Source: an optimization exercise on an open RTL-to-GDS flow (aim: small area and few clock cycles per item). Production flows keep margins and buffers that such runs may drop.
Only simulation tests tie the RTL to the original design; equivalence was not proved.
Power figures rest on the tool's default switching activity, not on a simulated workload.

==> build 69: inputs <==
==> flow/design.v <==
module CRC8(
  input  [7:0] crc_in,
  input  [7:0] data,
  output [7:0] crc_out );
  function [7:0] step;
    input [7:0] c;
    input [7:0] b;
    integer k;
    reg [7:0] r;
    begin
      r = c;
      for (k = 7; k >= 0; k = k - 1)
        r = {r[6:0], 1'b0} ^ ((b[k] ^ r[7]) ? 8'h07 : 8'h00);
      step = r;
    end
  endfunction
  assign crc_out = step(crc_in, data);
endmodule
module FIFO(
  input        clk,
  input        reset,
  input  [7:0] dataIn,
  input        we,           
  input        re,           
  output       wready,       
  output       rready,       
  output [7:0] dataOut );
  reg [2047:0] ring;
  reg [7:0]    tpos;
  reg [7:0]    hpos;
  reg          wlast;
  wire same  = (tpos == hpos);
  wire full  = same && wlast;
  wire empty = same && !wlast;
  assign wready = (tpos[3:0] == 4'd15) && !full;
  assign rready = (hpos[4:0] == 5'd0) && !empty;
  wire doWrite = we && wready;
  wire doRead  = re && rready;
  wire [7:0] rport [0:7];
  genvar k;
  generate
    for (k = 0; k < 8; k = k + 1) begin : rp
      assign rport[k] = ring[256*k +: 8];
    end
    for (k = 0; k < 256; k = k + 1) begin : st
      if (k % 32 == 0) begin : wpe
        always @(posedge clk)
          ring[8*k +: 8] <= ~((doWrite && tpos[7:4] == (k+255)%256/16) ? ~dataIn : ring[8*((k+255)%256) +: 8]);
      end else if (k % 16 == 0) begin : wpo
        always @(posedge clk)
          ring[8*k +: 8] <= ~((doWrite && tpos[7:4] == (k+255)%256/16) ? dataIn : ring[8*((k+255)%256) +: 8]);
      end else begin : sh
        always @(posedge clk)
          ring[8*k +: 8] <= ring[8*(k-1) +: 8];
      end
    end
  endgenerate
  assign dataOut = rport[hpos[7:5]];
  always @(posedge clk) begin
    if (reset) begin
      tpos  <= 8'd0;
      hpos  <= 8'd0;
      wlast <= 1'b0;
    end else begin
      tpos  <= tpos + {7'd0, !doWrite};
      hpos  <= hpos + {7'd0, !doRead};
      if (doWrite != doRead) wlast <= doWrite;
    end
  end
endmodule
module Task1B(
  input clk,
  input reset,
  input t0,
  input t1,
  input t2,
  input t3,
  input t4,
  input t5,
  input t6,
  input t7,
  input tsent,
  output reg trecieve,
  output reg tx,
  output reg [7:0] crc );
  wire [7:0] din = {t0, t1, t2, t3, t4, t5, t6, t7};
  wire       wready, rready;
  wire [7:0] fifoOut;
  wire [7:0] crcNext;
  wire accept = tsent && !trecieve && wready;
  always @(posedge clk) begin
    if (reset) begin
      trecieve <= 1'b0;
      crc      <= 8'd0;
    end else begin
      if (accept) begin
        trecieve <= 1'b1;
        crc      <= crcNext;
      end else if (!tsent) begin
        trecieve <= 1'b0;
      end
    end
  end
  CRC8 crc8(.crc_in(crc), .data(din), .crc_out(crcNext));
  reg  [2:0] sub;         
  reg        busy;        
  reg  [3:0] bitn;        
  reg        loaded;      
  reg  [7:0] sh;
  reg        par;
  wire       tick = (sub == 3'd7);
  wire       load = !loaded && (!busy || bitn[3] || (bitn == 4'd7 && tick)) && rready;
  wire       start = tick && loaded && (!busy || bitn == 4'd11);
  always @(posedge clk) begin
    if (reset) begin
      sub    <= 3'd0;
      busy   <= 1'b0;
      bitn   <= 4'd0;
      loaded <= 1'b0;
      tx     <= 1'b1;
    end else begin
      sub <= sub + 3'd1;
      if (load) begin
        sh     <= fifoOut;
        loaded <= 1'b1;
      end
      if (start) begin
        busy   <= 1'b1;
        bitn   <= 4'd0;
        loaded <= 1'b0;
        tx     <= 1'b0;
      end else if (tick && busy) begin
        bitn <= bitn + 4'd1;
        if (bitn == 4'd11) begin
          busy <= 1'b0;
        end else if (bitn[3]) begin
          tx <= (bitn == 4'd8) ? par : 1'b1;
        end else begin
          tx  <= sh[0];
          par <= (bitn == 4'd0 ? 1'b0 : par) ^ sh[0];
          if (!load) sh <= {1'b0, sh[7:1]};
        end
      end
    end
  end
  FIFO fo(
    .clk(clk), .reset(reset),
    .dataIn(din), .we(tsent && !trecieve), .re(load),
    .wready(wready), .rready(rready), .dataOut(fifoOut));
endmodule
==> flow/flow/run.sh <==
#!/bin/bash
# Standard layout; the port buffers are the smallest buffer cell instead of
# clkdlybuf4s50_1. Each tool's output goes to standard.log.
export BUFFER_PORTS_ARGS="-buffer_cell sky130_fd_sc_hd__buf_1"
bash standard.sh > standard.log 2>&1
==> flow/standard.sh <==
#!/bin/bash
# synth_recipe.tcl (not shown) runs the flow's synth.tcl, then flattens the netlist and writes it again
# the make line also repeats each setting of config.mk as NAME=value (left out here)
make -C /OpenROAD-flow-scripts/flow DESIGN_CONFIG=/design/flow/config.mk WORK_HOME=/design/flow/orfs CLKGATE_MAP_FILE= SYNTH_SCRIPT=/design/flow/synth_recipe.tcl "${@:-finish}"
==> flow/config.mk <==
export PLATFORM = sky130hd
export DESIGN_NAME = Task1B
export DESIGN_NICKNAME = Task1B
export VERILOG_FILES = /design/flow/design.v
export SDC_FILE = /design/flow/constraint.sdc
export NUM_CORES = 4
export LEC_CHECK = 0
export CAP_MARGIN = 20
export CORE_MARGIN = 2
export CORE_UTILIZATION = 70
export CTS_BUF_LIST = sky130_fd_sc_hd__clkbuf_8
export CTS_CLUSTER_DIAMETER = 50
export CTS_CLUSTER_SIZE = 18
export PLACE_DENSITY = 0.8
export SLEW_MARGIN = 20
==> flow/constraint.sdc <==
create_clock -name core_clock -period 8.0 [get_ports {clk}]
set_input_delay 1.6000 -clock core_clock [delete_from_list [all_inputs] [get_ports {clk}]]
set_output_delay 1.6000 -clock core_clock [all_outputs]
set_load 0.01 [all_outputs]
==> build 67: changes against build 69 <==
--- a/flow/design.v
+++ b/flow/design.v
@@ -26,13 +26,12 @@
   output       rready,       
   output [7:0] dataOut );
   reg [2047:0] ring;
-  reg [7:0]    tpos;
+  reg [7:0]    wpos;
   reg [7:0]    hpos;
-  reg          wlast;
-  wire same  = (tpos == hpos);
-  wire full  = same && wlast;
-  wire empty = same && !wlast;
-  assign wready = (tpos[3:0] == 4'd15) && !full;
+  reg [8:0]    count;
+  wire full  = count[8];
+  wire empty = (count == 9'd0);
+  assign wready = (wpos[3:0] == 4'd0) && !full;
   assign rready = (hpos[4:0] == 5'd0) && !empty;
   wire doWrite = we && wready;
   wire doRead  = re && rready;
@@ -43,12 +42,9 @@
       assign rport[k] = ring[256*k +: 8];
     end
     for (k = 0; k < 256; k = k + 1) begin : st
-      if (k % 32 == 0) begin : wpe
+      if (k % 16 == 0) begin : wp
         always @(posedge clk)
-          ring[8*k +: 8] <= ~((doWrite && tpos[7:4] == (k+255)%256/16) ? ~dataIn : ring[8*((k+255)%256) +: 8]);
-      end else if (k % 16 == 0) begin : wpo
-        always @(posedge clk)
-          ring[8*k +: 8] <= ~((doWrite && tpos[7:4] == (k+255)%256/16) ? dataIn : ring[8*((k+255)%256) +: 8]);
+          ring[8*k +: 8] <= (doWrite && wpos[7:4] == k/16) ? dataIn : ring[8*((k+255)%256) +: 8];
       end else begin : sh
         always @(posedge clk)
           ring[8*k +: 8] <= ring[8*(k-1) +: 8];
@@ -58,13 +54,13 @@
   assign dataOut = rport[hpos[7:5]];
   always @(posedge clk) begin
     if (reset) begin
-      tpos  <= 8'd0;
+      wpos  <= 8'd1;
       hpos  <= 8'd0;
-      wlast <= 1'b0;
+      count <= 9'd0;
     end else begin
-      tpos  <= tpos + {7'd0, !doWrite};
+      wpos  <= wpos + {7'd0, !doWrite};
       hpos  <= hpos + {7'd0, !doRead};
-      if (doWrite != doRead) wlast <= doWrite;
+      count <= count + {8'd0, doWrite} - {8'd0, doRead};
     end
   end
 endmodule
@@ -109,7 +105,7 @@
   reg  [7:0] sh;
   reg        par;
   wire       tick = (sub == 3'd7);
-  wire       load = !loaded && (!busy || bitn[3] || (bitn == 4'd7 && tick)) && rready;
+  wire       load = !loaded && (!busy || bitn[3]) && rready;
   wire       start = tick && loaded && (!busy || bitn == 4'd11);
   always @(posedge clk) begin
     if (reset) begin
@@ -138,7 +134,7 @@
         end else begin
           tx  <= sh[0];
           par <= (bitn == 4'd0 ? 1'b0 : par) ^ sh[0];
-          if (!load) sh <= {1'b0, sh[7:1]};
+          sh  <= {1'b0, sh[7:1]};
         end
       end
     end
==> flow/run.sh (new file) <==
#!/bin/bash
# synth_recipe.tcl (not shown) runs the flow's synth.tcl, then flattens the netlist and writes it again
# the make line also repeats each setting of config.mk as NAME=value (left out here)
make -C /OpenROAD-flow-scripts/flow DESIGN_CONFIG=/design/flow/config.mk WORK_HOME=/design/flow/orfs CLKGATE_MAP_FILE= SYNTH_SCRIPT=/design/flow/synth_recipe.tcl finish
==> flow/config.mk (replaced) <==
export PLATFORM = sky130hd
export DESIGN_NAME = Task1B
export DESIGN_NICKNAME = Task1B
export VERILOG_FILES = /design/flow/design.v
export SDC_FILE = /design/flow/constraint.sdc
export NUM_CORES = 4
export LEC_CHECK = 0
export CAP_MARGIN = 20
export CORE_MARGIN = 2
export CORE_UTILIZATION = 40
export PLACE_DENSITY = 0.6
export SLEW_MARGIN = 20
removed: flow/flow/run.sh
removed: flow/standard.sh
==> trial 63: changes against build 69 <==
==> flow/run.sh (new file) <==
#!/bin/bash
# synth_recipe.tcl (not shown) runs the flow's synth.tcl, then flattens the netlist and writes it again
# the make line also repeats each setting of config.mk as NAME=value (left out here)
make -C /OpenROAD-flow-scripts/flow DESIGN_CONFIG=/design/flow/config.mk WORK_HOME=/design/flow/orfs CLKGATE_MAP_FILE= SYNTH_SCRIPT=/design/flow/synth_recipe.tcl finish
==> flow/config.mk (replaced) <==
export PLATFORM = sky130hd
export DESIGN_NAME = Task1B
export DESIGN_NICKNAME = Task1B
export VERILOG_FILES = /design/flow/design.v
export SDC_FILE = /design/flow/constraint.sdc
export NUM_CORES = 4
export LEC_CHECK = 0
export CAP_MARGIN = 0
export CORE_MARGIN = 2
export CORE_UTILIZATION = 70
export CTS_BUF_LIST = sky130_fd_sc_hd__clkbuf_8
export CTS_CLUSTER_DIAMETER = 50
export CTS_CLUSTER_SIZE = 18
export PLACE_DENSITY = 0.9
export SLEW_MARGIN = 0
removed: flow/flow/run.sh
removed: flow/standard.sh
==> impl_results.md <==
* Critical path's top delay family: simple AND/OR/NAND/NOR gates
* Met1 usage at 0.2857
* Run status: complete, no violations
* Most frequent cells in the layout: 2,084 x dfxtp_1, 148 x mux2i_1, 142 x clkbuf_8
* PwrDens at 313.7 nW/µm²
* Clock buffer count from CTS at 136
* Largest net degree at the start of global routing at 33
* Switching Power at 3.126 mW
* Synth Area in Compound Gates at 0.01053
* Met3 Track Usage GR at 0.05136
* Drt wl/cell at 22.34 µm
* Global-route wire length before repair at 116.8 mm
The numbers above come from trial 63.

==> impl_results.md <==
* Run status: complete, no violations
* Clock buffer count from CTS at 172
* Critical path's top delay family: buffers and inverters
* Post-Synth Simple-Gate Area at 0.01703
* Final hold violation count at 0
* Global-route wire length before repair at 100.3 mm
* Switching Power at 4.010 mW
* Met3 Track Usage GR at 0.02743
* Met1 usage at 0.1613
* Final worst slack at 3.699 ns
* GRT busiest layer: met1
* Most frequent cells in the layout: 2,092 x dfxtp_1, 175 x clkbuf_16, 122 x mux2_2
* Drt wl/cell at 14.59 µm
* Largest net degree at the start of global routing at 41
* Top post-synthesis cells by area: dfxtp_1 91%, mux2_2 3.0%, edfxtp_1 0.59%
* Post-DP HPWL at 37.29 mm
* Most frequent cells after synthesis: 2,092 x dfxtp_1, 122 x mux2_2, 45 x nor2_1
* PwrDens at 366.4 nW/µm²
The numbers above come from build 67.

==> impl_results.md <==
* Clock buffer depth at 3
* Clock buffer count from CTS at 138
* DIE HEIGHT at 259.0 µm
* Drt wl/cell at 19.63 µm
* Critical path's top delay family: adder cells
* Met3 Track Usage GR at 0.04364
* Synth top area share at 0.9164
* Met1 usage at 0.2773
* Initial core utilization at 0.7075
* Largest net degree at the start of global routing at 33
* Most frequent cells in the layout: 2,084 x dfxtp_1, 148 x mux2i_1, 143 x clkbuf_8
* Yosys warnings at 3
* PwrDens at 314.5 nW/µm²
* Run status: complete, no violations
* Setup_tns at 0 ns
* Global-route wire length before repair at 105.5 mm
* Slowest stage cell, crit path: a31o_2
* DIE WIDTH at 259.0 µm
* Top post-synthesis cells by area: dfxtp_1 92%, mux2i_1 3.3%, edfxtp_1 0.59%
* Die area at 67,090 µm²
* Synth Area in Compound Gates at 0.01053
* Switching Power at 3.067 mW
The numbers above come from build 69.

Testbench counts of build 69, summed over its fixed seeds: cycles 460,976, bytes 4,800.
Testbench counts of build 67, summed over its fixed seeds: cycles 465,776, bytes 4,800.
Testbench counts of trial 63, summed over its fixed seeds: cycles 460,976, bytes 4,800.

==> afterwards: timing with drivers on the ports <==
The results above use ideal ports. As a check the final layouts listed here were re-extracted and re-timed, cells and wires unchanged.
Step 1 assumes that a clkbuf_16 drives the clock port and a buf_2 every other input.
Step 2 adds t to the input delays and takes it off the output delays; t is the mean of the earliest and latest rising clock arrival at the registers after step 1. Input paths then give back, and output paths get back, about the clock's delay inside the block.
a / b / c = no drivers / after step 1 / after step 2; a / b = the first two.
| run | shift t [ns] | setup WS [ns] | latest minus earliest clock arrival (ns) | worst register clock-pin slew, ns | cell pins on the clock port's net |
|---|---|---|---|---|---|
| build 69 | 0.856 | 4.912 / 4.905 / 4.118 | 0.041 / 0.040 | 0.12 / 0.12 | 1 |
| build 67 | 0.803 | 3.699 / 3.738 / 2.934 | 0.028 / 0.027 | 0.07 / 0.07 | 1 |
| trial 63 | 0.855 | 4.444 / 4.444 / 3.892 | 0.031 / 0.031 | 0.12 / 0.12 | 1 |
After both steps setup and hold are still met in every run listed. The setup slack of build 69, which loses most, moves by -0.007 ns with the drivers and by -0.794 ns with both steps.
